Context: an optimization exercise on an open-source flow, tuned for small area. The choices shown serve that exercise and are no tape-out recipe.
Function was checked by simulation only, so behaviour that the tests miss may differ from the original.
Power is estimated from default activity; no workload was simulated.

<file path="design/flow/config.mk">
export PLATFORM = sky130hd
export DESIGN_NAME = filter_all
export DESIGN_NICKNAME = filter_all
export VERILOG_FILES = /design/flow/design.v
export SDC_FILE = /design/flow/constraint.sdc
export NUM_CORES = 8
export LEC_CHECK = 0
export CAP_MARGIN = 20
export CORE_MARGIN = 2
export CORE_UTILIZATION = 65
export CTS_BUF_LIST = sky130_fd_sc_hd__clkbuf_8 sky130_fd_sc_hd__clkbuf_16
export CTS_CLUSTER_DIAMETER = 70
export CTS_CLUSTER_SIZE = 25
export SLEW_MARGIN = 20
</file>
<file path="design/flow/constraint.sdc">
create_clock -name core_clock -period 10.0 [get_ports {clk}]
set_input_delay 2.0000 -clock core_clock [delete_from_list [all_inputs] [get_ports {clk}]]
set_output_delay 2.0000 -clock core_clock [all_outputs]
set_load 0.01 [all_outputs]
</file>
<file path="design/flow/design.v">
module eq_amul #(
    parameter integer A = 0
) (
    input  [16:0] d,
    output [31:0] s,
    output [31:0] c
);
  wire [31:0] p = {{15{d[16]}}, d};
  wire [31:0] n = ~p;
  wire [31:0] s1, c1, c0;
  assign c = {c0[30:0], 1'b0};
  generate
    if (A == 927) begin : a927          
      eq_csa #(.W(32)) r1 (.a((p << 10) | 32'd129), .b(n << 7), .c(p << 5), .s(s1), .y(c1));
      eq_csa #(.W(32)) r2 (.a(s1), .b(c1 << 1), .c(n), .s(s), .y(c0));
    end else if (A == 1966) begin : a1966  
      eq_csa #(.W(32)) r1 (.a((p << 11) | 32'd82), .b(n << 6), .c(n << 4), .s(s1), .y(c1));
      eq_csa #(.W(32)) r2 (.a(s1), .b(c1 << 1), .c(n << 1), .s(s), .y(c0));
    end else if (A == 3056) begin : a3056  
      eq_csa #(.W(32)) r1 (.a((p << 12) | 32'd1040), .b(n << 10), .c(n << 4), .s(s), .y(c0));
    end else begin : a2238               
      eq_csa #(.W(32)) r1 (.a(p << 11), .b((p << 8) | 32'd66), .c(n << 6), .s(s1), .y(c1));
      eq_csa #(.W(32)) r2 (.a(s1), .b(c1 << 1), .c(n << 1), .s(s), .y(c0));
    end
  endgenerate
endmodule
module eq_csa #(
    parameter integer W = 32
) (
    input  [W-1:0] a,
    input  [W-1:0] b,
    input  [W-1:0] c,
    output [W-1:0] s,
    output [W-1:0] y
);
  assign s = a ^ b ^ c;
  assign y = (a & b) | (a & c) | (b & c);
endmodule
module eq_rca #(
    parameter integer W = 16
) (
    input  [W-1:0] a,
    input  [W-1:0] b,
    input          ci,
    output [W-1:0] s
);
  wire [W:0] c;
  assign c[0] = ci;
  genvar i;
  generate
    for (i = 0; i < W; i = i + 1) begin : g
      assign s[i]   = a[i] ^ b[i] ^ c[i];
      assign c[i+1] = (a[i] & b[i]) | (c[i] & (a[i] ^ b[i]));
    end
  endgenerate
endmodule
module eq_add #(
    parameter integer W = 32
) (
    input  [W-1:0] a,
    input  [W-1:0] b,
    input          ci,
    output [W-1:0] s
);
  localparam integer L = (W <= 2) ? 1 : (W <= 4) ? 2 : (W <= 8) ? 3 :
                         (W <= 16) ? 4 : (W <= 32) ? 5 : 6;
  wire [W-1:0] p0 = a ^ b;
  wire [W-1:0] g0 = (a & b) | {{(W-1){1'b0}}, p0[0] & ci};
  wire [W-1:0] gl [0:L];
  wire [W-1:0] pl [0:L];
  assign gl[0] = g0;
  assign pl[0] = p0;
  genvar l, i;
  generate
    for (l = 0; l < L; l = l + 1) begin : lv
      for (i = 0; i < W; i = i + 1) begin : bt
        if ((i >> l) & 1) begin : m
          localparam integer J = ((i >> l) << l) - 1;
          assign gl[l+1][i] = gl[l][i] | (pl[l][i] & gl[l][J]);
          assign pl[l+1][i] = pl[l][i] & pl[l][J];
        end else begin : t
          assign gl[l+1][i] = gl[l][i];
          assign pl[l+1][i] = pl[l][i];
        end
      end
    end
  endgenerate
  assign s = p0 ^ {gl[L][W-2:0], ci};
endmodule
module eq_band #(
    parameter integer A  = 0,
    parameter integer B2 = 0,
    parameter integer B3 = 0,
    parameter integer B5 = 0,
    parameter integer B6 = 0
) (
    input         clk,
    input         rst,
    input         f0,
    input         f32,
    input         f33,
    input         stp1,
    input         stp2,
    input         sfst,
    input         slst,
    input  [4:0]  k,
    input  [31:0] zs1,
    input  [31:0] zc1,
    input  [15:0] g1,
    input  [15:0] g2,
    output [15:0] dout
);
  wire [15:0] y1, y2;
  wire [31:0] ntp1, ntp2;
  wire [15:0] h11, h12, h21, h22;
  wire        hv11, hv12, hv21, hv22;
  wire [16:0] sum;
  eq_pole p1 (
    .clk(clk), .rst(rst), .f33(f33), .stp(stp1), .sum(sum),
    .zs(zs1), .zc(zc1), .ntp(ntp1),
    .h1(h11), .h2(h12), .hv1(hv11), .hv2(hv12), .y(y1));
  wire [15:0] x2 = y1 << g1;
  wire [16:0] d2;
  eq_zero z2 (.clk(clk), .rst(rst), .f0(f0), .f32(f32), .x(x2), .d(d2));
  wire [31:0] zs2, zc2;
  eq_amul #(.A(A)) m2 (.d(d2), .s(zs2), .c(zc2));
  eq_pole p2 (
    .clk(clk), .rst(rst), .f33(f33), .stp(stp2), .sum(sum),
    .zs(zs2), .zc(zc2), .ntp(ntp2),
    .h1(h21), .h2(h22), .hv1(hv21), .hv2(hv22), .y(y2));
  assign dout = y2 << g2;
  reg bit1, bit2, ph;
  always @(posedge clk) begin
    bit1 <= k[4] ? (h21[k[3:0]] & hv21) : (h11[k[3:0]] & hv11);
    bit2 <= k[4] ? (h22[k[3:0]] & hv22) : (h12[k[3:0]] & hv12);
    ph   <= k[4];
  end
  localparam signed [16:0] C2  = -B2;
  localparam signed [16:0] C3  = -B3;
  localparam signed [16:0] C23 = -(B2 + B3);
  localparam signed [16:0] C5  = -B5;
  localparam signed [16:0] C6  = -B6;
  localparam signed [16:0] C56 = -(B5 + B6);
  reg signed [16:0] xa;
  always @(*)
    case ({ph, slst, bit1, bit2})
      4'b0001: xa = C3;
      4'b0010: xa = C2;
      4'b0011: xa = C23;
      4'b0101: xa = -C3;
      4'b0110: xa = -C2;
      4'b0111: xa = -C23;
      4'b1001: xa = C6;
      4'b1010: xa = C5;
      4'b1011: xa = C56;
      4'b1101: xa = -C6;
      4'b1110: xa = -C5;
      4'b1111: xa = -C56;
      default: xa = 17'sd0;
    endcase
  wire [16:0] acc = sfst ? 17'd0 : (ph ? {ntp2[31], ntp2[31:16]} : {ntp1[31], ntp1[31:16]});
  eq_rca #(.W(17)) add (.a(acc), .b(xa), .ci(1'b0), .s(sum));
endmodule
module eq_zero (
    input         clk,
    input         rst,
    input         f0,
    input         f32,
    input  [15:0] x,
    output [16:0] d
);
  reg [15:0] r0, r1, r2, v0, v2;
  reg [15:0] s0, s2;
  wire        sh  = (x != r0);
  wire [15:0] r1n = sh ? r0 : r1;
  wire [15:0] r2n = sh ? r1 : r2;
  wire        e0  = f32 & (x == s0);
  wire        e2  = f32 & (r2n == s2);
  wire signed [15:0] n0 = e0 ? s0 : v0;
  wire signed [15:0] n2 = e2 ? s2 : v2;
  always @(posedge clk or negedge rst)
    if (!rst) begin
      r0 <= 16'd0; r1 <= 16'd0; r2 <= 16'd0;
      v0 <= 16'd0; v2 <= 16'd0;
    end else begin
      r0 <= x;
      r1 <= r1n;
      r2 <= r2n;
      v0 <= n0;
      v2 <= n2;
    end
  always @(posedge clk)
    if (f0) begin
      s0 <= r0; s2 <= r2;
    end
  eq_add #(.W(17)) sub (.a({v0[15], v0}), .b(~{v2[15], v2}), .ci(1'b1), .s(d));
endmodule
module eq_pole (
    input             clk,
    input             rst,
    input             f33,
    input             stp,
    input      [16:0] sum,
    input      [31:0] zs,
    input      [31:0] zc,
    output reg [31:0] ntp,
    output reg [15:0] h1,
    output reg [15:0] h2,
    output reg        hv1,
    output reg        hv2,
    output reg [15:0] y
);
  reg         shifted;
  wire [31:0] ts, tc;
  eq_csa #(.W(32)) sub (.a(zs), .b(zc), .c(ntp), .s(ts), .y(tc));
  wire [31:0] t;
  eq_add #(.W(32)) cpa (.a(ts), .b({tc[30:0], 1'b0}), .ci(1'b0), .s(t));
  wire [15:0] ynew = t[31:16];
  wire        chg = (ynew != y);
  always @(posedge clk or negedge rst)
    if (!rst) begin
      y <= 16'd0; hv1 <= 1'b0; hv2 <= 1'b0; shifted <= 1'b0;
    end else if (f33) begin
      y <= ynew;
      shifted <= chg;
      if (chg) begin
        hv1 <= 1'b1; hv2 <= hv1;
      end
    end
  always @(posedge clk)
    if (f33 & chg) begin
      h1 <= y; h2 <= h1;
    end
  always @(posedge clk)
    if (stp & ~shifted)
      ntp <= {sum[16:1], sum[0], ntp[15:1]};
endmodule
module filter_all (
    input             clk,
    input             clk_enable,
    input             reset,
    input      [31:0] filter_in,
    output reg [31:0] filter_out_all,
    input      [15:0] filter_gain_100_1k_1,
    input      [15:0] filter_gain_100_1k_2,
    input      [15:0] filter_gain_1k_3k_1,
    input      [15:0] filter_gain_1k_3k_2,
    input      [15:0] filter_gain_3k_5k_1,
    input      [15:0] filter_gain_3k_5k_2,
    input      [15:0] filter_gain_5k_8k_1,
    input      [15:0] filter_gain_5k_8k_2,
    input      [15:0] filter_gain_6k_15k_1,
    input      [15:0] filter_gain_6k_15k_2
);
  reg [5:0] cnt;
  always @(posedge clk or negedge reset)
    if (!reset) cnt <= 6'd0;
    else if (cnt == 6'd33) cnt <= 6'd0;
    else cnt <= cnt + 6'd1;
  wire f0  = (cnt == 6'd0);
  wire f32 = (cnt == 6'd32);
  wire [4:0] k = cnt[4:0];              
  reg f33, stp1, stp2, sfst, slst;
  always @(posedge clk or negedge reset)
    if (!reset) begin
      f33 <= 1'b0; stp1 <= 1'b0; stp2 <= 1'b0; sfst <= 1'b0; slst <= 1'b0;
    end else begin
      f33  <= f32;
      stp1 <= ~cnt[5] & ~cnt[4];
      stp2 <= ~cnt[5] & cnt[4];
      sfst <= ~cnt[5] & (cnt[3:0] == 4'd0);
      slst <= ~cnt[5] & (cnt[3:0] == 4'd15);
    end
  wire [16:0] d1;
  eq_zero z1 (.clk(clk), .rst(reset), .f0(f0), .f32(f32),
              .x(filter_in[31:16]), .d(d1));
  wire [31:0] s927, c927, s1966, c1966, s3056, c3056, s2238, c2238;
  eq_amul #(.A(927))  m0 (.d(d1), .s(s927),  .c(c927));
  eq_amul #(.A(1966)) m1 (.d(d1), .s(s1966), .c(c1966));
  eq_amul #(.A(3056)) m3 (.d(d1), .s(s3056), .c(c3056));
  eq_amul #(.A(2238)) m4 (.d(d1), .s(s2238), .c(c2238));
  wire [15:0] o0, o1, o2, o3, o4;
  eq_band #(.A(927),  .B2(-32478), .B3(16097), .B5(-30279), .B6(14116)) b0 (
    .clk(clk), .rst(reset), .f0(f0), .f32(f32), .f33(f33), .stp1(stp1), .stp2(stp2), .sfst(sfst), .slst(slst), .k(k),
    .zs1(s927), .zc1(c927),
    .g1(filter_gain_100_1k_1), .g2(filter_gain_100_1k_2), .dout(o0));
  eq_band #(.A(1966), .B2(-30704), .B3(14659), .B5(-27287), .B6(12647)) b1 (
    .clk(clk), .rst(reset), .f0(f0), .f32(f32), .f33(f33), .stp1(stp1), .stp2(stp2), .sfst(sfst), .slst(slst), .k(k),
    .zs1(s1966), .zc1(c1966),
    .g1(filter_gain_1k_3k_1), .g2(filter_gain_1k_3k_2), .dout(o1));
  eq_band #(.A(1966), .B2(-24232), .B3(13199), .B5(-27761), .B6(14044)) b2 (
    .clk(clk), .rst(reset), .f0(f0), .f32(f32), .f33(f33), .stp1(stp1), .stp2(stp2), .sfst(sfst), .slst(slst), .k(k),
    .zs1(s1966), .zc1(c1966),
    .g1(filter_gain_3k_5k_1), .g2(filter_gain_3k_5k_2), .dout(o2));
  eq_band #(.A(3056), .B2(-20931), .B3(12567), .B5(-13402), .B6(11679)) b3 (
    .clk(clk), .rst(reset), .f0(f0), .f32(f32), .f33(f33), .stp1(stp1), .stp2(stp2), .sfst(sfst), .slst(slst), .k(k),
    .zs1(s3056), .zc1(c3056),
    .g1(filter_gain_5k_8k_2), .g2(filter_gain_5k_8k_2), .dout(o3));
  eq_band #(.A(2238), .B2(-29802), .B3(14189), .B5(-25864), .B6(19134)) b4 (
    .clk(clk), .rst(reset), .f0(f0), .f32(f32), .f33(f33), .stp1(stp1), .stp2(stp2), .sfst(sfst), .slst(slst), .k(k),
    .zs1(s2238), .zc1(c2238),
    .g1(filter_gain_6k_15k_1), .g2(filter_gain_6k_15k_2), .dout(o4));
  wire [18:0] a0 = {3'd0, o0}, a1 = {3'd0, o1}, a2 = {3'd0, o2},
              a3 = {3'd0, o3}, a4 = {3'd0, o4};
  wire [18:0] u1s, u1c, u2s, u2c, u3s, u3c, sn;
  eq_csa #(.W(19)) sa1 (.a(a0), .b(a1), .c(a2), .s(u1s), .y(u1c));
  eq_csa #(.W(19)) sa2 (.a(u1s), .b({u1c[17:0], 1'b0}), .c(a3), .s(u2s), .y(u2c));
  eq_csa #(.W(19)) sa3 (.a(u2s), .b({u2c[17:0], 1'b0}), .c(a4), .s(u3s), .y(u3c));
  eq_add #(.W(19)) sa4 (.a(u3s), .b({u3c[17:0], 1'b0}), .ci(1'b0), .s(sn));
  reg [18:0] s;
  always @(posedge clk or negedge reset)
    if (!reset) s <= 19'd0;
    else if (clk_enable) s <= sn;
  wire [31:0] dry = (|filter_gain_100_1k_1) ? filter_in : 32'd0;
  wire [15:0] bh = s[15:0] + {13'd0, s[18:16]};
  wire [31:0] on;
  eq_add #(.W(32)) oa2 (.a(dry), .b({bh, s[15:0]}), .ci(1'b0), .s(on));
  always @(posedge clk or negedge reset)
    if (!reset) filter_out_all <= 32'd0;
    else filter_out_all <= on;
endmodule
</file>
<file path="design/flow/flow/run.sh">
#!/bin/bash
# Own layout flow. It runs the standard synthesis unchanged, then maps the
# combinational logic again for area (registers, adder cells and tie cells
# stay as the standard synthesis made them), then the standard layout
# steps with two changes: the port buffers are buf_1 cells, and clock tree
# synthesis inserts no dummy loads. Each tool writes its output to a log file
# of its own in the work folder (log_*.txt).
set -euo pipefail
W=$(pwd)
F=$W/flow
R=$W/orfs/results/${FLOW_PLATFORM}/filter_all/base
LIB=$FLOW_HOME/platforms/${FLOW_PLATFORM}/lib/sky130_fd_sc_hd__tt_025C_1v80.lib
YOSYS=$FLOW_HOME/../tools/install/yosys/bin/yosys
[ -x "$YOSYS" ] || YOSYS=yosys

# 1. the standard synthesis
bash standard.sh synth > $W/log_1_synth.txt 2>&1

# 2. area-oriented re-mapping of the combinational logic
cp $R/1_2_yosys.v $W/netlist_standard.v
python3 $F/conv.py $LIB $W/netlist_standard.v $W/remap_in.v $W/remap_stubs.v > $W/log_2_conv.txt 2>&1
DONT_USE="-dont_use sky130_fd_sc_hd__lpflow_bleeder_1 -dont_use sky130_fd_sc_hd__lpflow_clkbufkapwr_1 -dont_use sky130_fd_sc_hd__lpflow_clkbufkapwr_16 -dont_use sky130_fd_sc_hd__lpflow_clkbufkapwr_2 -dont_use sky130_fd_sc_hd__lpflow_clkbufkapwr_4 -dont_use sky130_fd_sc_hd__lpflow_clkbufkapwr_8 -dont_use sky130_fd_sc_hd__lpflow_clkinvkapwr_1 -dont_use sky130_fd_sc_hd__lpflow_clkinvkapwr_16 -dont_use sky130_fd_sc_hd__lpflow_clkinvkapwr_2 -dont_use sky130_fd_sc_hd__lpflow_clkinvkapwr_4 -dont_use sky130_fd_sc_hd__lpflow_clkinvkapwr_8 -dont_use sky130_fd_sc_hd__lpflow_decapkapwr_12 -dont_use sky130_fd_sc_hd__lpflow_decapkapwr_3 -dont_use sky130_fd_sc_hd__lpflow_decapkapwr_4 -dont_use sky130_fd_sc_hd__lpflow_decapkapwr_6 -dont_use sky130_fd_sc_hd__lpflow_decapkapwr_8 -dont_use sky130_fd_sc_hd__lpflow_inputiso0n_1 -dont_use sky130_fd_sc_hd__lpflow_inputiso0p_1 -dont_use sky130_fd_sc_hd__lpflow_inputiso1n_1 -dont_use sky130_fd_sc_hd__lpflow_inputiso1p_1 -dont_use sky130_fd_sc_hd__lpflow_inputisolatch_1 -dont_use sky130_fd_sc_hd__lpflow_isobufsrc_1 -dont_use sky130_fd_sc_hd__lpflow_isobufsrc_16 -dont_use sky130_fd_sc_hd__lpflow_isobufsrc_2 -dont_use sky130_fd_sc_hd__lpflow_isobufsrc_4 -dont_use sky130_fd_sc_hd__lpflow_isobufsrc_8 -dont_use sky130_fd_sc_hd__lpflow_isobufsrckapwr_16 -dont_use sky130_fd_sc_hd__lpflow_lsbuf_lh_hl_isowell_tap_1 -dont_use sky130_fd_sc_hd__lpflow_lsbuf_lh_hl_isowell_tap_2 -dont_use sky130_fd_sc_hd__lpflow_lsbuf_lh_hl_isowell_tap_4 -dont_use sky130_fd_sc_hd__lpflow_lsbuf_lh_isowell_4 -dont_use sky130_fd_sc_hd__lpflow_lsbuf_lh_isowell_tap_1 -dont_use sky130_fd_sc_hd__lpflow_lsbuf_lh_isowell_tap_2 -dont_use sky130_fd_sc_hd__lpflow_lsbuf_lh_isowell_tap_4 -dont_use sky130_fd_sc_hd__probe_p_8 -dont_use sky130_fd_sc_hd__probec_p_8 "
$YOSYS -l $W/log_3_remap.txt -p "read_verilog $W/remap_stubs.v; read_verilog $W/remap_in.v; hierarchy -check -top $FLOW_TOP; proc; opt; techmap; opt -purge; abc -liberty $LIB $DONT_USE -constr $F/abc.constr -script $F/remap.abc; opt_clean -purge; stat -liberty $LIB; write_verilog -noattr $W/netlist_remapped.v" > /dev/null 2>&1
cp $W/netlist_remapped.v $R/1_2_yosys.v
touch $R/1_2_yosys.v

# 3. the standard layout of the re-mapped netlist
bash standard.sh \
  "BUFFER_PORTS_ARGS=-buffer_cell sky130_fd_sc_hd__buf_1" \
  "CTS_ARGS=-sink_clustering_enable -repair_clock_nets -dont_use_dummy_load -sink_clustering_size 25 -sink_clustering_max_diameter 70 -buf_list {sky130_fd_sc_hd__clkbuf_8 sky130_fd_sc_hd__clkbuf_16}" \
  finish > $W/log_4_layout.txt 2>&1
</file>
<file path="design/flow/flow/abc.constr">
set_driving_cell sky130_fd_sc_hd__buf_1
set_load 5
</file>
<file path="design/flow/flow/conv.py">
#!/usr/bin/env python3
"""Turn a mapped netlist into one yosys can re-map: every single-output
combinational cell becomes an assign of its liberty function; registers,
adder cells (fa, ha), tie cells and multi-output cells stay as instances of
black-box modules (written to the stub file).

usage: conv.py LIBERTY NETLIST OUT_NETLIST OUT_STUBS
"""
import re
import sys

lib_path, net_path, out_path, stub_path = sys.argv[1:5]
lib = open(lib_path).read()


def cell_body(name):
    m = re.search(r'\n\s*cell\s*\(\s*"?%s"?\s*\)\s*\{' % re.escape(name), lib)
    start = m.end()
    depth, i = 1, start
    while depth > 0:
        c = lib[i]
        if c == '{':
            depth += 1
        elif c == '}':
            depth -= 1
        i += 1
    return lib[start:i]


info = {}


def cell_info(name):
    if name not in info:
        body = cell_body(name)
        outs = re.findall(r'pin\s*\(\s*"?(\w+)"?\s*\)\s*\{[^{}]*?direction\s*:\s*"?output"?\s*;'
                          r'[^{}]*?function\s*:\s*"([^"]+)"', body, re.S)
        seq = ('ff (' in body or 'ff(' in body or 'latch (' in body or 'latch(' in body
               or 'statetable' in body)
        pins = re.findall(r'pin\s*\(\s*"?(\w+)"?\s*\)\s*\{[^{}]*?direction\s*:\s*"?(\w+)"?',
                          body, re.S)
        info[name] = (outs, seq, pins)
    return info[name]


def keep(t):
    outs, seq, _ = cell_info(t)
    base = t.split('__', 1)[1]
    return seq or len(outs) != 1 or base.startswith(('fa_', 'ha_', 'conb_'))


kept = set()


def conv(m):
    typ, conns = m.group(1), m.group(3)
    pins = dict((p, n.strip()) for p, n in re.findall(r'\.(\w+)\(([^()]*)\)', conns))
    if keep(typ):
        kept.add(typ)
        return m.group(0)
    (opin, f), = cell_info(typ)[0]
    e = re.sub(r'\b([A-Za-z]\w*)\b',
               lambda mm: '(' + pins[mm.group(1)] + ' )' if mm.group(1) in pins else mm.group(1), f)
    e = e.replace('!', '~')
    e = re.sub(r'\)\s+\(', ') & (', e)
    return "assign %s = %s;" % (pins[opin], e)


net = open(net_path).read()
net = re.sub(r'(sky130_fd_sc_hd__\w+)\s+(\S+)\s*\((.*?)\);', conv, net, flags=re.S)
open(out_path, 'w').write(net)

stubs = []
for t in sorted(kept):
    pins = cell_info(t)[2]
    decl = "\n".join("  %s %s;" % ('output' if d == 'output' else 'input', p) for p, d in pins)
    stubs.append("(* blackbox *)\nmodule %s(%s);\n%s\nendmodule\n" % (t, ", ".join(p for p, d in pins), decl))
open(stub_path, 'w').write("\n".join(stubs))
print("kept cell types:", " ".join(sorted(kept)))
</file>
<file path="design/flow/flow/remap.abc">
strash
dc2
&get -n
&st
&syn2
&dch
&nf -a
&put
&get -n
&st
&dch
&nf -a
&put
topo
buffer -c
upsize -c
dnsize -c
stime -c
</file>
<file path="design/flow/standard.sh">
#!/bin/bash
# synth_recipe.tcl (not shown) runs the flow's synth.tcl, then flattens the netlist and writes it again
# the make line also repeats each setting of config.mk as NAME=value (left out here)
make -C /OpenROAD-flow-scripts/flow DESIGN_CONFIG=/design/flow/config.mk WORK_HOME=/design/flow/orfs CLKGATE_MAP_FILE= SYNTH_SCRIPT=/design/flow/synth_recipe.tcl "${@:-finish}"
</file>
==> results.toml, run 1 <==
[die]
dieHeight_um = 394.0
rows = 143
die-area_um2 = 155200
core_um2 = 151500
die_x_um = 394.0
start_util_pct = 65.22
io_pins = 227

[place]
portBuffers = 210
dp_hpwl_um = 202600
place.gp.congestion = 0.9604

[routing]
wirelength_um = 263000
drtAntennaViolNets = 0
dr.pass1.iters = 6
vias_per_cell = 6.159
route.detailed.drc = 0
drt_iter0_drc = 6278
num_vias = 67370
routedWlPerCell_um = 24.04

[sta]
post-route-period-util_pct = 95.82
period_needed_ns = 9.582
finalHoldViolations = 0
fmax_mhz = 104.4
setup_viol = 0
slew_headroom_pct = 24.44
worstMarginPinSlew_ns = 1.133
fin_worst_skew_ns = 0.09580
slew_violations = 0

[pwr]
seqPwrFrac_pct = 59.7
p_leak_uw = 0.04396
power_frac_comb_pct = 4.9
p_sw_uw = 2615
pwr-share-clk_pct = 35.4
power_uw = 11550
p_per_area_nw_per_um2 = 109.2
swShare_pct = 22.64
intPower_uw = 8936
ir_drop_mv = 0.1668

[run]
maxCapViolCount = 0

[yosys]
synthCells = 8694
syn_nets = 10040
synth.avg_cell_area_um2 = 11.37
synth_area_um2 = 98840
synth_warnings = 11

[setup_path]
cp.required_ns = 10.46
critPathTopFamily = "compound AO/OA/AOI/OAI gates"
endpoint_kind = "register"
critical_path.max_fanout = 23
cp_slowest_cell = "a21oi_4"
crit_arrival_ns = 10.05
cp.buffers_inverters = 8
crit_path_start_kind = "register"
max_stage_delay_ns = 0.64
crit_type = "reg -> reg"
crit_top_cell = "a21oi_2"

[cts]
clock_latency_ns = 0.78
clk_path_buf_depth = 3
clk_pin_slew_worst_paths_ns = 0.09
cts_tree = "done"
clock_sinks = 1561
htreeDepth = 3
numCtsBuffers = 110
cts-root-buf = "clkbuf_16"

[grt]
first_global_vias = 67880
grt_max_degree = 160
grt.total_usage_pct = 34.27
antenna_found_initial = 12
grt_first_pass_wirelength_um = 406900
grt_remaining_overflow = 0

[cells_and_area]
top_regs = "b0.p1.ntp (32), b0.p2.ntp (32), filter_out_all (32)"
nets = 10260
regArea_um2 = 43120
drive_gt1_share_pct = 10.24
multiInputGateArea_um2 = 51760
utilization_pct = 69.81
fillers = 11140
area_delta_synth_final_pct = 7.031

[worst_hold_path]
holdCritPathClass = "reg -> reg"

[outcome]
outcome = "timing/DRC/antenna clean"
==> layout by cell type, fill, tap and decap left out, types with 207 or more instances in the layout <==
master	instances
fa_1	546
nor2_1	703
a21oi_1	522
ha_1	605
xor2_1	244
nand2_1	410
dfrtp_1	726
edfxtp_1	818
mux2_2	344
xnor2_1	412
o21ai_0	369
buf_1	207
inv_1	883
==> final timing paths <==
| check | from | to | slack, ns | cells past startpoint |
|---|---|---|---|---|
| setup / recovery | z1.v0[0] | b2.p1.h2[10] | 0.42 | 45 |
| hold / removal | b3.p1.h1[12] | b3.p1.h2[12] | 0.41 | 0 |
| setup reg to reg | z1.v0[0] | b2.p1.h2[10] | 0.42 | 45 |
| hold reg to reg | b3.p1.h1[12] | b3.p1.h2[12] | 0.41 | 0 |
| max in group asynchronous | reset | b3.z2.v0[2] | 6.38 | 4 |
| min in group asynchronous | reset | b1.z2.r2[3] | 1.37 | 2 |
==> worst reg2reg max path: cells and delay by family (launching register included) <==
| family | cells | cell delay (ns) |
|---|---|---|
| compound gates | 23 | 4.34 |
| fa+ha+maj | 6 | 2.22 |
| buf+inv | 8 | 1.32 |
| simple gates | 7 | 0.68 |
| flops | 1 | 0.38 |
| xor+xnor | 1 | 0.36 |
==> stage by stage <==
step	instance area [um2]	std cells	hold slack, ns	TNS [ns]	setup slack (ns)
floorplan	98840	8694	0.3454	0	0.02641
global placement	102600	10810	0.4222	0	0.2510
detailed placement	102600	10810	0.4280	0	0.1294
CTS	105300	10920	0.4109	0	0.04655
global route	105800	10940	0.4055	-4.919	-0.1428
finish	105800	10940	0.4113	0	0.4185
==> power groups by stage <==
stage	registers, uW	logic [uW]	clock network, uW
after global routing	6910	628	4360
after global placement	7030	543	0
after CTS	6900	556	4140
final	6900	561	4090
after floorplan	7000	339	0
after detailed placement	7030	552	0
==> area by class of cell <==
cell class,instances,area share (%)
inverters,900,3.205
well taps,2030,2.401
repair buffers,382,2.104
diodes,1,0.002365
clock buffers,110,2.602
multi-input cells,5954,48.92
flip-flops and latches,1561,40.76
==> routing by layer <==
metal	wire (um)	part of all wire (%)	GRT usage [%]
met1	111300	42	49.21
met5	70	0.027	0
met3	19510	7.4	5.597
met4	10520	4.0	11.83
met2	121500	46	53.53
==> repair_timing <==
item / CTS / global route
buffers inserted: 0 / 12
hold buffers: 0 / 0
gates resized for setup: 2 / 77
endpoints found under the setup margin: 3 / 346
pin swaps: 0 / 19
==> run 2, diff against run 1 <==
--- a/design/flow/flow/run.sh
+++ b/design/flow/flow/run.sh
@@ -1,6 +1,8 @@
 #!/bin/bash
 # Own layout flow. It runs the standard synthesis unchanged, then maps the
-# combinational logic again for area (registers, adder cells and tie cells
-# stay as the standard synthesis made them), then the standard layout
+# combinational logic again for area (registers, full-adder cells and tie
+# cells stay as the standard synthesis made them; a full adder may be turned
+# into its dual, with inverted inputs and outputs, where that saves
+# inverters), then the standard layout
 # steps with two changes: the port buffers are buf_1 cells, and clock tree
 # synthesis inserts no dummy loads. Each tool writes its output to a log file
@@ -19,5 +21,6 @@
 # 2. area-oriented re-mapping of the combinational logic
 cp $R/1_2_yosys.v $W/netlist_standard.v
-python3 $F/conv.py $LIB $W/netlist_standard.v $W/remap_in.v $W/remap_stubs.v > $W/log_2_conv.txt 2>&1
+python3 $F/conv.py $LIB $W/netlist_standard.v $W/remap_conv.v $W/remap_stubs.v fa_,conb_ > $W/log_2_conv.txt 2>&1
+python3 $F/faflip.py $W/remap_conv.v $W/remap_in.v > $W/log_2_faflip.txt 2>&1
 DONT_USE="-dont_use sky130_fd_sc_hd__lpflow_bleeder_1 -dont_use sky130_fd_sc_hd__lpflow_clkbufkapwr_1 -dont_use sky130_fd_sc_hd__lpflow_clkbufkapwr_16 -dont_use sky130_fd_sc_hd__lpflow_clkbufkapwr_2 -dont_use sky130_fd_sc_hd__lpflow_clkbufkapwr_4 -dont_use sky130_fd_sc_hd__lpflow_clkbufkapwr_8 -dont_use sky130_fd_sc_hd__lpflow_clkinvkapwr_1 -dont_use sky130_fd_sc_hd__lpflow_clkinvkapwr_16 -dont_use sky130_fd_sc_hd__lpflow_clkinvkapwr_2 -dont_use sky130_fd_sc_hd__lpflow_clkinvkapwr_4 -dont_use sky130_fd_sc_hd__lpflow_clkinvkapwr_8 -dont_use sky130_fd_sc_hd__lpflow_decapkapwr_12 -dont_use sky130_fd_sc_hd__lpflow_decapkapwr_3 -dont_use sky130_fd_sc_hd__lpflow_decapkapwr_4 -dont_use sky130_fd_sc_hd__lpflow_decapkapwr_6 -dont_use sky130_fd_sc_hd__lpflow_decapkapwr_8 -dont_use sky130_fd_sc_hd__lpflow_inputiso0n_1 -dont_use sky130_fd_sc_hd__lpflow_inputiso0p_1 -dont_use sky130_fd_sc_hd__lpflow_inputiso1n_1 -dont_use sky130_fd_sc_hd__lpflow_inputiso1p_1 -dont_use sky130_fd_sc_hd__lpflow_inputisolatch_1 -dont_use sky130_fd_sc_hd__lpflow_isobufsrc_1 -dont_use sky130_fd_sc_hd__lpflow_isobufsrc_16 -dont_use sky130_fd_sc_hd__lpflow_isobufsrc_2 -dont_use sky130_fd_sc_hd__lpflow_isobufsrc_4 -dont_use sky130_fd_sc_hd__lpflow_isobufsrc_8 -dont_use sky130_fd_sc_hd__lpflow_isobufsrckapwr_16 -dont_use sky130_fd_sc_hd__lpflow_lsbuf_lh_hl_isowell_tap_1 -dont_use sky130_fd_sc_hd__lpflow_lsbuf_lh_hl_isowell_tap_2 -dont_use sky130_fd_sc_hd__lpflow_lsbuf_lh_hl_isowell_tap_4 -dont_use sky130_fd_sc_hd__lpflow_lsbuf_lh_isowell_4 -dont_use sky130_fd_sc_hd__lpflow_lsbuf_lh_isowell_tap_1 -dont_use sky130_fd_sc_hd__lpflow_lsbuf_lh_isowell_tap_2 -dont_use sky130_fd_sc_hd__lpflow_lsbuf_lh_isowell_tap_4 -dont_use sky130_fd_sc_hd__probe_p_8 -dont_use sky130_fd_sc_hd__probec_p_8 "
 $YOSYS -l $W/log_3_remap.txt -p "read_verilog $W/remap_stubs.v; read_verilog $W/remap_in.v; hierarchy -check -top $FLOW_TOP; proc; opt; techmap; opt -purge; abc -liberty $LIB $DONT_USE -constr $F/abc.constr -script $F/remap.abc; opt_clean -purge; stat -liberty $LIB; write_verilog -noattr $W/netlist_remapped.v" > /dev/null 2>&1
--- a/design/flow/flow/conv.py
+++ b/design/flow/flow/conv.py
@@ -1,9 +1,9 @@
 #!/usr/bin/env python3
-"""Turn a mapped netlist into one yosys can re-map: every single-output
-combinational cell becomes an assign of its liberty function; registers,
-adder cells (fa, ha), tie cells and multi-output cells stay as instances of
+"""Turn a mapped netlist into one yosys can re-map: every combinational cell
+becomes assigns of its liberty functions; registers and the cells whose names
+start with one of KEEP_PREFIXES (default fa_,ha_,conb_) stay as instances of
 black-box modules (written to the stub file).
 
-usage: conv.py LIBERTY NETLIST OUT_NETLIST OUT_STUBS
+usage: conv.py LIBERTY NETLIST OUT_NETLIST OUT_STUBS [KEEP_PREFIXES]
 """
 import re
@@ -47,7 +47,8 @@
     outs, seq, _ = cell_info(t)
     base = t.split('__', 1)[1]
-    return seq or len(outs) != 1 or base.startswith(('fa_', 'ha_', 'conb_'))
+    return seq or len(outs) == 0 or base.startswith(KEEP_PREFIX)
 
 
+KEEP_PREFIX = tuple(sys.argv[5].split(',')) if len(sys.argv) > 5 else ('fa_', 'ha_', 'conb_')
 kept = set()
 
@@ -59,10 +60,14 @@
         kept.add(typ)
         return m.group(0)
-    (opin, f), = cell_info(typ)[0]
-    e = re.sub(r'\b([A-Za-z]\w*)\b',
-               lambda mm: '(' + pins[mm.group(1)] + ' )' if mm.group(1) in pins else mm.group(1), f)
-    e = e.replace('!', '~')
-    e = re.sub(r'\)\s+\(', ') & (', e)
-    return "assign %s = %s;" % (pins[opin], e)
+    res = []
+    for opin, f in cell_info(typ)[0]:
+        if opin not in pins:
+            continue
+        e = re.sub(r'\b([A-Za-z]\w*)\b',
+                   lambda mm: '(' + pins[mm.group(1)] + ' )' if mm.group(1) in pins else mm.group(1), f)
+        e = e.replace('!', '~')
+        e = re.sub(r'\)\s+\(', ') & (', e)
+        res.append("assign %s = %s;" % (pins[opin], e))
+    return "\n  ".join(res)
 
 
==> design/flow/flow/faflip.py (new file) <==
#!/usr/bin/env python3
"""Choose, for each full-adder cell of a converted netlist, whether to use it
with all inputs and outputs inverted (a full adder is self-dual), so that
fewer inverters are left between full adders and registers, where the
re-mapping cannot absorb them. Rewrites the netlist with the chosen cells
wrapped in inverters; the re-mapping cancels inverter pairs.

usage: faflip.py IN_NETLIST OUT_NETLIST
"""
import re
import sys
import collections

src = open(sys.argv[1]).read()
inst_re = re.compile(r'(sky130_fd_sc_hd__\w+)\s+(\S+)\s*\((.*?)\);', re.S)
assign_re = re.compile(r'assign\s+(.+?)\s*=\s*(.+?);', re.S)

cells = []
for m in inst_re.finditer(src):
    typ, name, conns = m.group(1), m.group(2), m.group(3)
    pins = dict((p, n.strip()) for p, n in re.findall(r'\.(\w+)\(([^()]*)\)', conns))
    cells.append((typ, name, pins, m.span()))

inv_of = {}          # net -> (net it copies or inverts, parity)
for m in assign_re.finditer(src):
    lhs, rhs = m.group(1).strip(), m.group(2).strip()
    k = 0
    while True:
        r = rhs.strip()
        if r.startswith('~'):
            k ^= 1
            rhs = r[1:]
            continue
        if r.startswith('(') and r.endswith(')'):
            # strip one pair of outer parentheses if they match each other
            depth = 0
            ok = True
            for i, ch in enumerate(r):
                depth += (ch == '(') - (ch == ')')
                if depth == 0 and i < len(r) - 1:
                    ok = False
                    break
            if ok:
                rhs = r[1:-1]
                continue
        break
    r = rhs.strip()
    if re.fullmatch(r'\\?\S+', r) and not re.search(r'[&|^~()]', r):
        inv_of[lhs] = (r, k)

fa = [c for c in cells if c[0].split('__')[1].startswith('fa_')]
fa_idx = {c[1]: i for i, c in enumerate(fa)}
out_of = {}          # net -> (fa index, pin)
for i, (t, n, p, s) in enumerate(fa):
    out_of[p['SUM']] = (i, 'SUM')
    out_of[p['COUT']] = (i, 'COUT')
fixed_out = set()    # nets driven by registers
fixed_in = collections.defaultdict(int)  # net -> count of register D pins reading it
for t, n, p, s in cells:
    b = t.split('__')[1]
    if b.startswith(('df', 'edf', 'sdf')):
        for k, v in p.items():
            if k in ('Q', 'Q_N'):
                fixed_out.add(v)
            elif k == 'D':
                fixed_in[v] += 1


def source(net):
    """walk back through inverters: (root net, parity)"""
    k = 0
    seen = 0
    while net in inv_of and seen < 8:
        net, kk = inv_of[net]
        k ^= kk
        seen += 1
    return net, k


# edges: (fa_i or None for fixed, parity k, fa_j or None for fixed consumer)
edges = []
for j, (t, n, p, s) in enumerate(fa):
    for pin in ('A', 'B', 'CIN'):
        root, k = source(p[pin])
        if root in out_of:
            edges.append((out_of[root][0], k, j))
        elif root in fixed_out:
            edges.append((None, k, j))
# FA outputs read by registers (possibly through inverters)
for net, cnt in fixed_in.items():
    root, k = source(net)
    if root in out_of:
        edges.append((out_of[root][0], k, None))

flip = [0] * len(fa)


def cost():
    return sum(((flip[a] if a is not None else 0) ^ k ^ (flip[b] if b is not None else 0)) for a, k, b in edges)


adj = collections.defaultdict(list)
for e in edges:
    a, k, b = e
    if a is not None:
        adj[a].append(e)
    if b is not None and b != a:
        adj[b].append(e)

before = cost()
improved = True
while improved:
    improved = False
    for i in range(len(fa)):
        c0 = sum(((flip[a] if a is not None else 0) ^ k ^ (flip[b] if b is not None else 0)) for a, k, b in adj[i])
        flip[i] ^= 1
        c1 = sum(((flip[a] if a is not None else 0) ^ k ^ (flip[b] if b is not None else 0)) for a, k, b in adj[i])
        if c1 < c0:
            improved = True
        else:
            flip[i] ^= 1
after = cost()

# rewrite
out = []
last = 0
extra = []
for i, (t, n, p, span) in enumerate(fa):
    if not flip[i]:
        continue
    newp = dict(p)
    tag = re.sub(r'\W', '_', n)
    for pin in ('A', 'B', 'CIN'):
        w = 'fi_%s_%s' % (tag, pin)
        extra.append('  wire %s;\n  assign %s = ~(%s );' % (w, w, p[pin]))
        newp[pin] = w
    for pin in ('SUM', 'COUT'):
        w = 'fo_%s_%s' % (tag, pin)
        extra.append('  wire %s;\n  assign %s = ~(%s );' % (w, p[pin], w))
        newp[pin] = w
    txt = '%s %s (\n%s\n  );' % (t, n, ',\n'.join('    .%s(%s)' % (k, v) for k, v in newp.items()))
    out.append((span, txt))
res = []
pos = 0
for (a, b), txt in sorted(out):
    res.append(src[pos:a])
    res.append(txt)
    pos = b
res.append(src[pos:])
res = ''.join(res)
k = res.rfind('endmodule')
res = res[:k] + '\n'.join(extra) + '\n' + res[k:]
open(sys.argv[2], 'w').write(res)
print('full adders %d, flipped %d, inverter edges %d -> %d' % (len(fa), sum(flip), before, after))
==> design/flow/flow/remap.abc (replaced) <==
strash
dc2
&get -n
&st
&syn2
&dch
&nf -a
&put
&get -n
&st
&syn2
&dch
&nf -a
&put
&get -n
&st
&syn2
&dch
&nf -a
&put
&get -n
&st
&dch
&nf -a
&put
topo
buffer -c
upsize -c
dnsize -c
stime -c
==> run 2 against run 1 <==
- cell area fell by 3.0%
- highest routed layer unchanged
- critical path depth fell by 7
- core utilization rose by 0.98 points
- still clean
- clock power fell by 1%
- critical path type unchanged
==> results.toml, run 2 <==
[die]
core_um2 = 145000
die-area_um2 = 148700
rows = 140
die_x_um = 385.6
dieHeight_um = 385.6
io_pins = 227
start_util_pct = 65.27

[outcome]
outcome = "timing/DRC/antenna clean"

[yosys]
synth_area_um2 = 94670
synth_warnings = 11
synthCells = 8641
syn_nets = 9384
synth.avg_cell_area_um2 = 10.96

[setup_path]
reg2reg_to = "b1.p2.h2[14]"
cp_slowest_cell = "fa_1"
critPathTopFamily = "adder cells"
max_stage_delay_ns = 0.52
worstReg2RegStart = "b1.z2.v0[0]"
endpoint_kind = "register"
critical_path.max_fanout = 8
reg2regPathDepth = 38
cp.required_ns = 10.50
cp.buffers_inverters = 4
crit_type = "reg -> reg"
crit_path_start_kind = "register"
crit_arrival_ns = 10.09
crit_top_cell = "maj3_2"
timing.reg2reg.setup_slack_ns = 0.41

[sta]
slew_headroom_pct = 19.96
slew_violations = 0
period_needed_ns = 9.591
post-route-period-util_pct = 95.91
fmax_mhz = 104.3
finalHoldViolations = 0
worstMarginPinSlew_ns = 1.196
fin_worst_skew_ns = 0.09783
setup_viol = 0

[cts]
clk_pin_slew_worst_paths_ns = 0.10
clk_path_buf_depth = 3
clock_sinks = 1561
cts_tree = "done"
hold_buffers = 0
clock_latency_ns = 0.77
htreeDepth = 3
numCtsBuffers = 110
cts-root-buf = "clkbuf_16"

[cells_and_area]
fillers = 10530
utilization_pct = 70.78
final_area_um2 = 102700
stdcell_count = 10820
final_common_cell = "nor2_1"
regArea_um2 = 43120
final_cell_mix = "887 x nor2_1, 818 x edfxtp_1, 727 x dfrtp_1"
multiInputGateArea_um2 = 49840
nets = 9644
drive_gt1_share_pct = 12.07
top_regs = "b0.p1.ntp (32), b0.p2.ntp (32), filter_out_all (32)"
area_delta_synth_final_pct = 8.440

[pwr]
swShare_pct = 21.96
ir_drop_mv = 0.1563
power_uw = 11370
power_frac_comb_pct = 4.2
intPower_uw = 8870
seqPwrFrac_pct = 60.2
p_sw_uw = 2496
p_per_area_nw_per_um2 = 110.7
pwr-share-clk_pct = 35.7
p_leak_uw = 0.04015

[place]
dp_hpwl_um = 194500
placed_area_um2 = 98660
place_inst = 10660
portBuffers = 210
place.gp.congestion = 1.014

[worst_hold_path]
holdCritPathClass = "reg -> reg"
min_path_cells = 0
hold_path.startpoint = "b0.p1.h1[4]"
whs_endpoint = "b0.p1.h2[4]"

[routing]
route.detailed.drc = 0
num_vias = 68440
routedWlPerCell_um = 23.78
drtAntennaViolNets = 0
wirelength_um = 257300
vias_per_cell = 6.325
dr.pass1.iters = 6
drt_iter0_drc = 6069

[grt]
grt_max_degree = 173
busiest_layer = "met2"
antenna_found_initial = 11
first_global_vias = 66780
met1_usage_pct = 48.74
grt_remaining_overflow = 0
met2_usage_pct = 53.69
grt.total_usage_pct = 34.57
grt_util_met3_pct = 6.109
grt_first_pass_wirelength_um = 393000

[run]
maxCapViolCount = 0
-- run 2: cell count changes in the layout (fill, tap and decap cells not counted), moves of 87 or more --
cell / change
ha_1: -605
nand2_1: +168
o21ai_0: +99
xnor2_1: +87
o22ai_1: +103
nor2_1: +184
buf_4: +98
inv_1: -509
xor2_1: +128
-- run 2: cell type report --
class	count	share of cell area (%)
multi-input cells	6351	48.55
flip-flops and latches	1561	42.00
inverters	394	1.447
clock buffers	110	2.681
diodes	5	0.01219
well taps	1917	2.336
repair buffers	483	2.979
-- run 2: stage by stage --
step                      hold WS, ns  setup TNS, ns  worst slack, ns
after floorplan                0.3864              0         0.001101
after global placement         0.4237         -1.443         -0.06391
after detailed placement       0.4296         -46.60          -0.5021
after CTS                      0.3514       -0.03730         -0.03730
after global routing           0.3782         -11.47          -0.1463
final                          0.3561              0           0.4094
-- run 2: layer usage --
layer / wire, um / up-vias / part of all wire (%)
li1: - / 31240 / -
met1: 106700 / 33980 / 41
met2: 117400 / 2696 / 46
met3: 20820 / 512 / 8.1
met4: 12270 / 8 / 4.8
met5: 57 / - / 0.022
-- run 2: power groups by stage --
stage	Sequential [uW]	Clock, uW	Combinational, uW
2_1_floorplan	6950	0	274
3_3_place_gp	6970	0	461
3_5_place_dp	6970	0	470
4_1_cts	6840	4100	472
5_1_grt	6840	4300	529
6_report	6840	4050	474
-- run 2: worst max-delay path by stage --
stage | endpoint | from | slack (ns) | cells after the start
2_1_floorplan | b1.p1.hv2 | z1.v0[0] | 0.001 | 33
6_report | b1.p2.h2[14] | b1.z2.v0[0] | 0.41 | 38
3_3_place_gp | b3.p2.hv2 | b3.z2.v0[0] | -0.06 | 48
3_5_place_dp | b3.p2.hv2 | b3.z2.v0[0] | -0.50 | 48
4_1_cts | b3.p2.hv2 | b3.z2.v0[0] | -0.04 | 48
5_1_grt | b2.p2.h1[5] | b2.z2.v2[0] | -0.15 | 45
-- run 2: worst register-to-register path, delay by kind of cell (launching register included) --
family	cells	cell delay [ns]
AO/OA/AOI/OAI	14	2.75
XOR/XNOR	3	0.47
adder cells (fa/ha/maj)	13	4.45
buffers and inverters	4	0.75
flip-flops	1	0.41
AND/OR/NAND/NOR	4	0.51
-- run 2: timing repair --
action | in CTS | in global routing
hold endpoints to repair | 0 | 0
setup buffers | 7 | 34
pin swaps | 21 | 105
cloned | 1 | 4
gates resized for setup | 40 | 162
setup endpoints to repair | 294 | 345
==> run 3, diff against run 2 <==
--- a/design/flow/design.v
+++ b/design/flow/design.v
@@ -112,4 +112,5 @@
 );
   wire [15:0] y1, y2;
+  wire        vy1, vy2;
   wire [31:0] ntp1, ntp2;
   wire [15:0] h11, h12, h21, h22;
@@ -119,6 +120,6 @@
     .clk(clk), .rst(rst), .f33(f33), .stp(stp1), .sum(sum),
     .zs(zs1), .zc(zc1), .ntp(ntp1),
-    .h1(h11), .h2(h12), .hv1(hv11), .hv2(hv12), .y(y1));
-  wire [15:0] x2 = y1 << g1;
+    .h1(h11), .h2(h12), .hv1(hv11), .hv2(hv12), .y(y1), .vy(vy1));
+  wire [15:0] x2 = vy1 ? (y1 << g1) : 16'd0;
   wire [16:0] d2;
   eq_zero z2 (.clk(clk), .rst(rst), .f0(f0), .f32(f32), .x(x2), .d(d2));
@@ -128,12 +129,12 @@
     .clk(clk), .rst(rst), .f33(f33), .stp(stp2), .sum(sum),
     .zs(zs2), .zc(zc2), .ntp(ntp2),
-    .h1(h21), .h2(h22), .hv1(hv21), .hv2(hv22), .y(y2));
-  assign dout = y2 << g2;
-  reg bit1, bit2, ph;
+    .h1(h21), .h2(h22), .hv1(hv21), .hv2(hv22), .y(y2), .vy(vy2));
+  assign dout = vy2 ? (y2 << g2) : 16'd0;
+  reg bit1, bit2;
   always @(posedge clk) begin
     bit1 <= k[4] ? (h21[k[3:0]] & hv21) : (h11[k[3:0]] & hv11);
     bit2 <= k[4] ? (h22[k[3:0]] & hv22) : (h12[k[3:0]] & hv12);
-    ph   <= k[4];
   end
+  wire ph = stp2;
   localparam signed [16:0] C2  = -B2;
   localparam signed [16:0] C3  = -B3;
@@ -209,5 +210,6 @@
     output reg        hv1,
     output reg        hv2,
-    output reg [15:0] y
+    output reg [15:0] y,
+    output reg        vy
 );
   reg         shifted;
@@ -217,18 +219,21 @@
   eq_add #(.W(32)) cpa (.a(ts), .b({tc[30:0], 1'b0}), .ci(1'b0), .s(t));
   wire [15:0] ynew = t[31:16];
-  wire        chg = (ynew != y);
+  wire        chg = vy ? (ynew != y) : (ynew != 16'd0);
   always @(posedge clk or negedge rst)
     if (!rst) begin
-      y <= 16'd0; hv1 <= 1'b0; hv2 <= 1'b0; shifted <= 1'b0;
+      vy <= 1'b0; hv1 <= 1'b0; hv2 <= 1'b0; shifted <= 1'b0;
     end else if (f33) begin
-      y <= ynew;
+      vy <= 1'b1;
       shifted <= chg;
       if (chg) begin
-        hv1 <= 1'b1; hv2 <= hv1;
+        hv1 <= vy; hv2 <= hv1;
       end
     end
   always @(posedge clk)
-    if (f33 & chg) begin
-      h1 <= y; h2 <= h1;
+    if (f33) begin
+      y <= ynew;
+      if (chg) begin
+        h1 <= y; h2 <= h1;
+      end
     end
   always @(posedge clk)
--- a/design/flow/config.mk
+++ b/design/flow/config.mk
@@ -6,5 +6,5 @@
 export NUM_CORES = 8
 export LEC_CHECK = 0
-export CAP_MARGIN = 20
+export CAP_MARGIN = 5
 export CORE_MARGIN = 2
 export CORE_UTILIZATION = 65
@@ -12,3 +12,3 @@
 export CTS_CLUSTER_DIAMETER = 70
 export CTS_CLUSTER_SIZE = 25
-export SLEW_MARGIN = 20
+export SLEW_MARGIN = 5
==> run 3 against run 2 <==
- the layout now fails its checks (setup timing)
- global-route usage increased by 0.81 points
- clock skew increased by 0.016 ns
- routed wire length increased by 2.1%
- synthesized cell count decreased by 4.4%
- via count decreased by 0.78%
- flip-flop and latch count unchanged
- non-clock buffer count increased by 49
- critical path depth increased by 6
- combinational power about the same
- area after synthesis decreased by 0.86%
- clock-buffer cell count increased by 5
- cell area increased by 0.12%
==> results.toml, run 3 <==
[cts]
cts_tree = "done"
htreeDepth = 3
cts-root-buf = "clkbuf_16"
clk_path_buf_depth = 3
hold_buffers = 0
clock_latency_ns = 0.78
numCtsBuffers = 115
clock_sinks = 1561
clk_pin_slew_worst_paths_ns = 0.10

[cells_and_area]
fillers = 10170
final_common_cell = "edfxtp_1"
final_cell_mix = "978 x edfxtp_1, 620 x nor2_1, 593 x nand2_1"
area_delta_synth_final_pct = 9.512
top_regs = "b0.p1.ntp (32), b0.p2.ntp (32), filter_out_all (32)"
drive_gt1_share_pct = 13.36
nets = 9371

[sta]
setup_viol = 35
period_needed_ns = 10.40
worstMarginPinSlew_ns = 1.165
final.setup.worst_slack_ns = -0.4034
fin_worst_skew_ns = 0.1140
post-route-period-util_pct = 104.0
rsz0062_at_grt = "true"
holdWs_ns = 0.4165
fmax_mhz = 96.12
finalHoldViolations = 0
slew_violations = 0
slew_headroom_pct = 22.24

[routing]
dr.pass1.iters = 9
drt_iter0_drc = 7387
drtAntennaViolNets = 0
num_vias = 67910
wirelength_um = 262800
vias_per_cell = 6.448
routedWlPerCell_um = 24.95
route.detailed.drc = 0

[die]
start_util_pct = 65.41
dieHeight_um = 384.0
io_pins = 227
die-area_um2 = 147400
rows = 139
die_x_um = 384.0
core_um2 = 143500

[grt]
grt.total_usage_pct = 35.39
grt_max_degree = 150
grt_remaining_overflow = 0
antenna_found_initial = 13
first_global_vias = 66550
grt_first_pass_wirelength_um = 395900

[pwr]
ir_drop_mv = 0.1879
p_per_area_nw_per_um2 = 112.1
p_leak_uw = 0.04039

[setup_path]
crit_top_cell = "maj3_2"
critPathTopFamily = "adder cells"
cp.buffers_inverters = 5
max_stage_delay_ns = 0.61
cp_slowest_cell = "fa_2"
crit_path_start_kind = "register"
cp.required_ns = 10.51
timing.reg2reg.setup_slack_ns = -0.40
critical_path.max_fanout = 8
endpoint_kind = "register"
crit_arrival_ns = 10.91
reg2regPathDepth = 44
crit_type = "reg -> reg"
worstReg2RegStart = "b4.z2.v0[0]"
reg2reg_to = "b4.p2.h2[4]"

[yosys]
synth.avg_cell_area_um2 = 11.36
synth_warnings = 11
synth_area_um2 = 93860
syn_nets = 9012
synthCells = 8263

[run]
maxCapViolCount = 0

[worst_hold_path]
hold_path.startpoint = "b0.p2.h1[0]"
min_path_cells = 0
holdCritPathClass = "reg -> reg"
whs_endpoint = "b0.p2.h2[0]"

[place]
dp_slack_ns = -0.2745
portBuffers = 210
place.gp.congestion = 0.9595
dp_hpwl_um = 198100

[outcome]
outcome = "failed layout checks"
failed_checks = "setup timing"
run 3: area by class of cell:
type / count / area, um2 / share of cell area (%)
inverters: 401 / 1514 / 1.473
flip-flops and latches: 1561 / 43920 / 42.73
clock buffers: 115 / 2878 / 2.800
diodes: 8 / 20.02 / 0.01948
repair buffers: 532 / 3521 / 3.426
well taps: 1903 / 2381 / 2.317
multi-input cells: 6011 / 48550 / 47.24
run 3: timing repair:
action	in CTS	in global routing
buffers inserted	6	47
endpoints found under the setup margin	107	329
pin swaps	16	87
gates resized for setup	17	139
cloned	1	8
endpoints found under the hold margin	0	0
run 3: worst reg2reg max path, delay by kind of cell, from the launching register on:
kind                       cells  cell delay (ns)
AOI/OAI and AO/OA             12             1.33
xor gates and xnor gates       1             0.11
adders and majority gates     17             6.09
buffers and inverters          5             0.74
DFF                            1             0.38
and+or+nand+nor                9             1.53
run 3: per-stage QoR:
step	utilization (%)	cell area, um2	total power, uW	setup TNS [ns]	cells
floorplan	-	94180	7276	-15.19	8263
global placement	68.72	98600	7465	-2.281	10350
detailed placement	68.72	98600	7476	-13.70	10350
CTS	70.83	101600	11550	-9.984	10470
global route	71.62	102800	11810	-35.72	10520
finish	71.64	102800	11520	-12.96	10530
run 3: worst max path at each step:
| stage | start | end | depth (start not counted) | slack, ns |
|---|---|---|---|---|
| floorplan | b4.z2.v0[0] | b4.p2.h1[0] | 41 | -0.47 |
| global placement | filter_gain_3k_5k_2[12] | s[17] | 29 | -0.11 |
| detailed placement | b4.z2.v0[0] | b4.p2.h1[5] | 45 | -0.27 |
| CTS | b4.z2.v0[0] | b4.p2.h2[7] | 44 | -0.22 |
| global route | b4.z2.v0[0] | b4.p2.h2[0] | 44 | -0.70 |
| finish | b4.z2.v0[0] | b4.p2.h2[4] | 44 | -0.40 |
run 3: per-layer routing:
layer,part of all wire [%],wire length (um),global-route usage (%),vias to the layer above
li1,-,-,-,30340
met1,40,105400,49.81,33970
met4,3.4,9033,10.87,14
met5,0.058,152,0.3899,-
met2,47,122700,55.71,3081
met3,9.7,25490,7.381,508
run 3: where the power goes:
group	total (uW)	switching, uW	internal, uW	leakage [uW]
sequential	6880	37.6	6840	0.0163
combinational	471	306	165	0.0227
clock	4170	2160	2010	0.00142
==> run 4, diff against run 3 <==
--- a/design/flow/config.mk
+++ b/design/flow/config.mk
@@ -6,5 +6,5 @@
 export NUM_CORES = 8
 export LEC_CHECK = 0
-export CAP_MARGIN = 5
+export CAP_MARGIN = 20
 export CORE_MARGIN = 2
 export CORE_UTILIZATION = 65
@@ -12,3 +12,3 @@
 export CTS_CLUSTER_DIAMETER = 70
 export CTS_CLUSTER_SIZE = 25
-export SLEW_MARGIN = 5
+export SLEW_MARGIN = 20
==> run 4 against run 3 <==
- the layout still fails its checks (setup timing)
- combinational power about the same
- first-iteration DRC count decreased by 1.8%
- sequential power about the same
- area after synthesis unchanged
- cell area about the same
- clock power about the same
- highest routed layer unchanged
==> results.toml, run 4 <==
[routing]
route.detailed.drc = 0
routedWlPerCell_um = 25.01
vias_per_cell = 6.450
num_vias = 67940
dr.pass1.iters = 9
drt_iter0_drc = 7251
drtAntennaViolNets = 0
wirelength_um = 263400

[pwr]
ir_drop_mv = 0.1894
p_leak_uw = 0.04040
p_per_area_nw_per_um2 = 112.1

[outcome]
outcome = "failed layout checks"
failed_checks = "setup timing"

[setup_path]
crit_top_cell = "maj3_2"
crit_type = "reg -> reg"
max_stage_delay_ns = 0.61
cp.required_ns = 10.52
critPathTopFamily = "adder cells"
cp.buffers_inverters = 5
endpoint_kind = "register"
cp_slowest_cell = "fa_2"
critical_path.max_fanout = 8
crit_arrival_ns = 10.91
crit_path_start_kind = "register"

[die]
core_um2 = 143500
dieHeight_um = 384.0
start_util_pct = 65.41
rows = 139
die_x_um = 384.0
die-area_um2 = 147400
io_pins = 227

[sta]
setup_viol = 35
finalHoldViolations = 0
slew_headroom_pct = 22.49
fmax_mhz = 96.19
holdWs_ns = 0.4171
period_needed_ns = 10.40
final.setup.worst_slack_ns = -0.3963
post-route-period-util_pct = 104.0
rsz0062_at_grt = "true"
worstMarginPinSlew_ns = 1.157
slew_violations = 0
fin_worst_skew_ns = 0.1143

[yosys]
synth_area_um2 = 93860
synth_warnings = 11
syn_nets = 9012
synth.avg_cell_area_um2 = 11.36
synthCells = 8263

[cells_and_area]
final_common_cell = "edfxtp_1"
final_cell_mix = "978 x edfxtp_1, 620 x nor2_1, 593 x nand2_1"
area_delta_synth_final_pct = 9.533
stdcell_count = 10530
nets = 9372
top_regs = "b0.p1.ntp (32), b0.p2.ntp (32), filter_out_all (32)"
drive_gt1_share_pct = 13.37
final_area_um2 = 102800
utilization_pct = 71.65

[run]
maxCapViolCount = 0

[place]
portBuffers = 210
dp_hpwl_um = 198100
place.gp.congestion = 0.9595
placed_area_um2 = 98600
place_inst = 10350

[cts]
clk_pin_slew_worst_paths_ns = 0.10
hold_buffers = 0
htreeDepth = 3
cts_tree = "done"
clock_latency_ns = 0.78
clock_sinks = 1561
cts-root-buf = "clkbuf_16"
clk_path_buf_depth = 3
numCtsBuffers = 115

[grt]
met2_usage_pct = 55.71
grt.total_usage_pct = 35.39
met1_usage_pct = 49.81
grt_max_degree = 150
first_global_vias = 66550
antenna_found_initial = 13
grt_first_pass_wirelength_um = 395900
grt_remaining_overflow = 0
busiest_layer = "met2"
grt_util_met3_pct = 7.381

[worst_hold_path]
holdCritPathClass = "reg -> reg"
-- run 4: cell count changes in the layout (fill, tap and decap cells not counted), sizes merged --
cell and delta:
clkbuf +1, diode +2
-- run 4: metrics by stage --
stage / setup WS (ns) / setup TNS [ns] / total power [uW]
final: -0.3963 / -12.84 / 11520
after global placement: -0.1081 / -2.281 / 7465
after CTS: -0.2223 / -9.984 / 11550
after detailed placement: -0.2745 / -13.70 / 7476
after floorplan: -0.4679 / -15.19 / 7276
after global routing: -0.7006 / -35.72 / 11810
-- run 4: path summary, 6_finish.rpt --
check,start,end,slack [ns],cells after the start
worst min register to register,b0.p2.h1[0],b0.p2.h2[0],0.42,0
max in group asynchronous,reset,b1.z2.v2[14],6.54,3
worst max register to register,b4.z2.v0[0],b4.p2.h2[4],-0.40,44
min in group asynchronous,reset,b4.z2.v0[3],1.33,1
worst min-delay path,b0.p2.h1[0],b0.p2.h2[0],0.42,0
worst max-delay path,b4.z2.v0[0],b4.p2.h2[4],-0.40,44
-- run 4: cell type report --
type | instances | area (um2)
inverters | 401 | 1514
flip-flops and latches | 1561 | 43920
repair buffers | 533 | 3535
fillers | 10170 | 40680
clock buffers | 115 | 2878
multi-input cells | 6011 | 48550
well taps | 1903 | 2381
diodes | 10 | 25.02
-- run 4: metal layers --
layer | part of all wire (%) | wire [um]
met4 | 3.5 | 9313
met2 | 47 | 122900
met1 | 40 | 105800
met5 | 0.043 | 113
met3 | 9.6 | 25330
-- run 4: where the power goes --
| part | switching [uW] | leakage, uW | internal, uW |
|---|---|---|---|
| logic | 307 | 0.0227 | 165 |
| registers | 38.1 | 0.0163 | 6840 |
| clock network | 2160 | 0.00142 | 2010 |
| total | 2510 | 0.0404 | 9020 |
-- run 4: worst register-to-register path, delay by kind of cell, from the launching register on --
family                     cells  cell delay, ns
adders and majority gates     17            6.09
and+or+nand+nor                9            1.54
AOI/OAI and AO/OA             12            1.33
buffers and inverters          5            0.74
DFF                            1            0.38
xor gates and xnor gates       1            0.11
-- run 4: repair_timing --
item                       in CTS  in global routing
resized for setup              17                139
pin swaps                      16                 87
setup endpoints to repair     107                329
setup buffers                   6                 47
cloned                          1                  8
==> run 5, diff against run 4 <==
==> design/flow/flow/remap.abc (replaced) <==
strash
dc2
&get -n
&st
&syn2
&dch
&put
map -D 4500
topo
buffer -c
upsize -c
dnsize -c
stime -c
==> run 5 against run 4 <==
- the run now finishes clean
- worst hold slack improved by 0.0043 ns
- clock skew down 0.018 ns
- fmax up 11%
- critical path depth up 3
- combinational power shrank 1%
- global-route usage rose by 1.5 points
- cell count grew 18%
- clock-buffer cell count is 2 lower
- highest routed layer unchanged
- die area rose by 2.2%
- setup slack better by 1.0 ns
==> results.toml, run 5 <==
[setup_path]
startpoint = "z1.v0[0]"
cp_slowest_cell = "fa_1"
crit_type = "reg -> reg"
crit_top_cell = "nand2_1"
critical_path.max_fanout = 33
cp.required_ns = 10.45
worstReg2RegStart = "z1.v0[0]"
crit_path_start_kind = "register"
crit_arrival_ns = 9.82
max_stage_delay_ns = 0.61
endpoint_kind = "register"

[yosys]
synth.avg_cell_area_um2 = 9.307
syn_nets = 11060
synth_area_um2 = 95970
synthCells = 10310
synth_warnings = 11

[cells_and_area]
area_delta_synth_final_pct = 7.012
nets = 11290
top_regs = "b0.p1.ntp (32), b0.p2.ntp (32), filter_out_all (32)"
drive_gt1_share_pct = 6.166
final_area_um2 = 102700
fillers = 11330
final_cell_mix = "1649 x nand2_1, 1415 x inv_1, 1246 x nor2_1"
stdcell_count = 12480
final_common_cell = "nand2_1"

[die]
dieHeight_um = 388.3
die-area_um2 = 150700
start_util_pct = 65.23
io_pins = 227
core_um2 = 147100
rows = 141
die_x_um = 388.3

[cts]
numCtsBuffers = 113
cts_tree = "done"
clk_path_buf_depth = 3
htreeDepth = 3
clk_pin_slew_worst_paths_ns = 0.08
cts-root-buf = "clkbuf_16"
clock_latency_ns = 0.78
clock_sinks = 1561

[run]
maxCapViolCount = 0

[pwr]
p_per_area_nw_per_um2 = 112.0
ir_drop_mv = 0.1582
p_leak_uw = 0.04421

[sta]
worstMarginPinSlew_ns = 1.204
holdWs_ns = 0.4214
fmax_mhz = 106.7
fin_worst_skew_ns = 0.09653
setup_viol = 0
post-route-period-util_pct = 93.69
slew_violations = 0
finalHoldViolations = 0
period_needed_ns = 9.369
final.setup.worst_slack_ns = 0.6314
slew_headroom_pct = 18.89

[place]
place.gp.congestion = 1.018
placed_area_um2 = 99380
portBuffers = 210
place_inst = 12340
dp_hpwl_um = 213900
dp_slack_ns = 0.04431

[grt]
grt.total_usage_pct = 36.84
grt_max_degree = 181
grt_first_pass_wirelength_um = 426000
grt_remaining_overflow = 0
antenna_found_initial = 16
first_global_vias = 74350

[routing]
drt_iter0_drc = 8163
top_layer = "met5"
wl_met2_um = 127800
route.detailed.drc = 0
routedWlPerCell_um = 22.34
vias_per_cell = 6.114
drtAntennaViolNets = 0
wirelength_um = 278800
met3_wirelength_um = 27360
wl_met1_um = 111600
dr.pass1.iters = 9
num_vias = 76290

[worst_hold_path]
hold_path.startpoint = "b1.z2.r0[15]"
holdCritPathClass = "reg -> reg"

[outcome]
outcome = "timing/DRC/antenna clean"
[run 5: changes by cell type in the layout (fill, tap and decap cells not counted), sizes merged, moves of 63 or more]
cell	delta
nand2	+1081
inv	+1065
nor2	+666
o21ai	+428
xnor2	-397
mux2	-347
buf	-166
nor2b	-142
nand2b	-119
xor2	+87
mux2i	-75
nand3	+71
a21oi	+63
[run 5: critical path: cells and delay by family (launching register included)]
kind	cells	cell delay, ns
compound gates	14	2.26
fa+ha+maj	6	2.76
buf+inv	5	0.66
flops	1	0.38
simple gates	22	2.98
[run 5: layout make-up]
class                           instances  area, um2  area share [%]
Antenna cell                            8      20.02         0.01949
Clock buffer                          113       2828           2.753
Inverter                             1478       5605           5.458
Multi-Input combinational cell       7028      45850           44.64
Sequential cell                      1561      43910           42.76
Tap cell                             1930       2415           2.351
Timing Repair Buffer                  359       2056           2.002
Timing Repair inverter                  2      16.27         0.01584
[run 5: power by group]
group | switching, uW | leakage, uW | internal (uW)
Sequential | 35.1 | 0.0162 | 6850
Combinational | 326 | 0.0266 | 139
Clock | 2170 | 0.00139 | 1980
Total | 2530 | 0.0442 | 8970
[run 5: routing by layer]
metal  up-vias  global-route usage [%]
met2      3687                   57.88
met3       579                   7.001
met5         -                       0
met4        14                   13.86
met1     37210                   51.43
li1      34800                       -
[run 5: stage by stage]
| step | util, % | total power, uW | setup TNS, ns |
|---|---|---|---|
| 6_report | 69.80 | 11500 | 0 |
| 5_1_grt | 69.79 | 11770 | -0.1471 |
| 4_1_cts | 69.47 | 11510 | 0 |
| 3_5_place_dp | 67.54 | 7479 | 0 |
| 3_3_place_gp | 67.54 | 7467 | 0 |
| 2_1_floorplan | - | 7289 | 0 |
[run 5: repair_timing]
action,4_1_cts,5_1_grt
buffers inserted,0,11
hold buffers,0,0
endpoints found under the setup margin,34,263
cloned,0,2
pin swaps,0,8
gates resized for setup,2,64
[run 5: worst paths after layout]
check                               endpoint  slack [ns]  depth (start not counted)
max in group asynchronous        b4.z2.v0[0]        7.03                          3
worst max register to register  b1.p1.h1[13]        0.63                         47
worst max-delay path            b1.p1.h1[13]        0.63                         47
worst min-delay path            b1.z2.s0[15]        0.42                          0
worst min register to register  b1.z2.s0[15]        0.42                          0
min in group asynchronous        b2.z2.r2[0]        1.28                          2

## afterwards: timing with drivers on the ports
How much do the figures lean on ideal ports? The routed layouts below were timed once more, with nothing changed but the port constraints.
Step 1 sets driving cells, clkbuf_16 on the clock port and buf_2 on the other inputs (assumed; they add their load-dependent delay and slew).
Step 2 times the ports against the registers' clock, not the clock port: input delays grow and output delays shrink by t, the midpoint of the rising clock arrivals with the driver on.
a / b / c = ideal / step 1 / step 2; a / b = the first two.
run | t (ns) | setup slack, ns | worst setup path after step 2
run 1 | 0.825 | 0.418 / 0.418 / 0.418 | register to register
run 2 | 0.803 | 0.409 / 0.409 / 0.342 | input to register
run 3 | 0.801 | -0.403 / -0.403 / -0.403 | register to register
run 4 | 0.802 | -0.396 / -0.396 / -0.396 | register to register
run 5 | 0.826 | 0.631 / 0.631 / 0.354 | input to register
For run 5, which loses most, drivers alone change the setup slack by 0.000 ns; drivers and shift together by -0.277 ns.
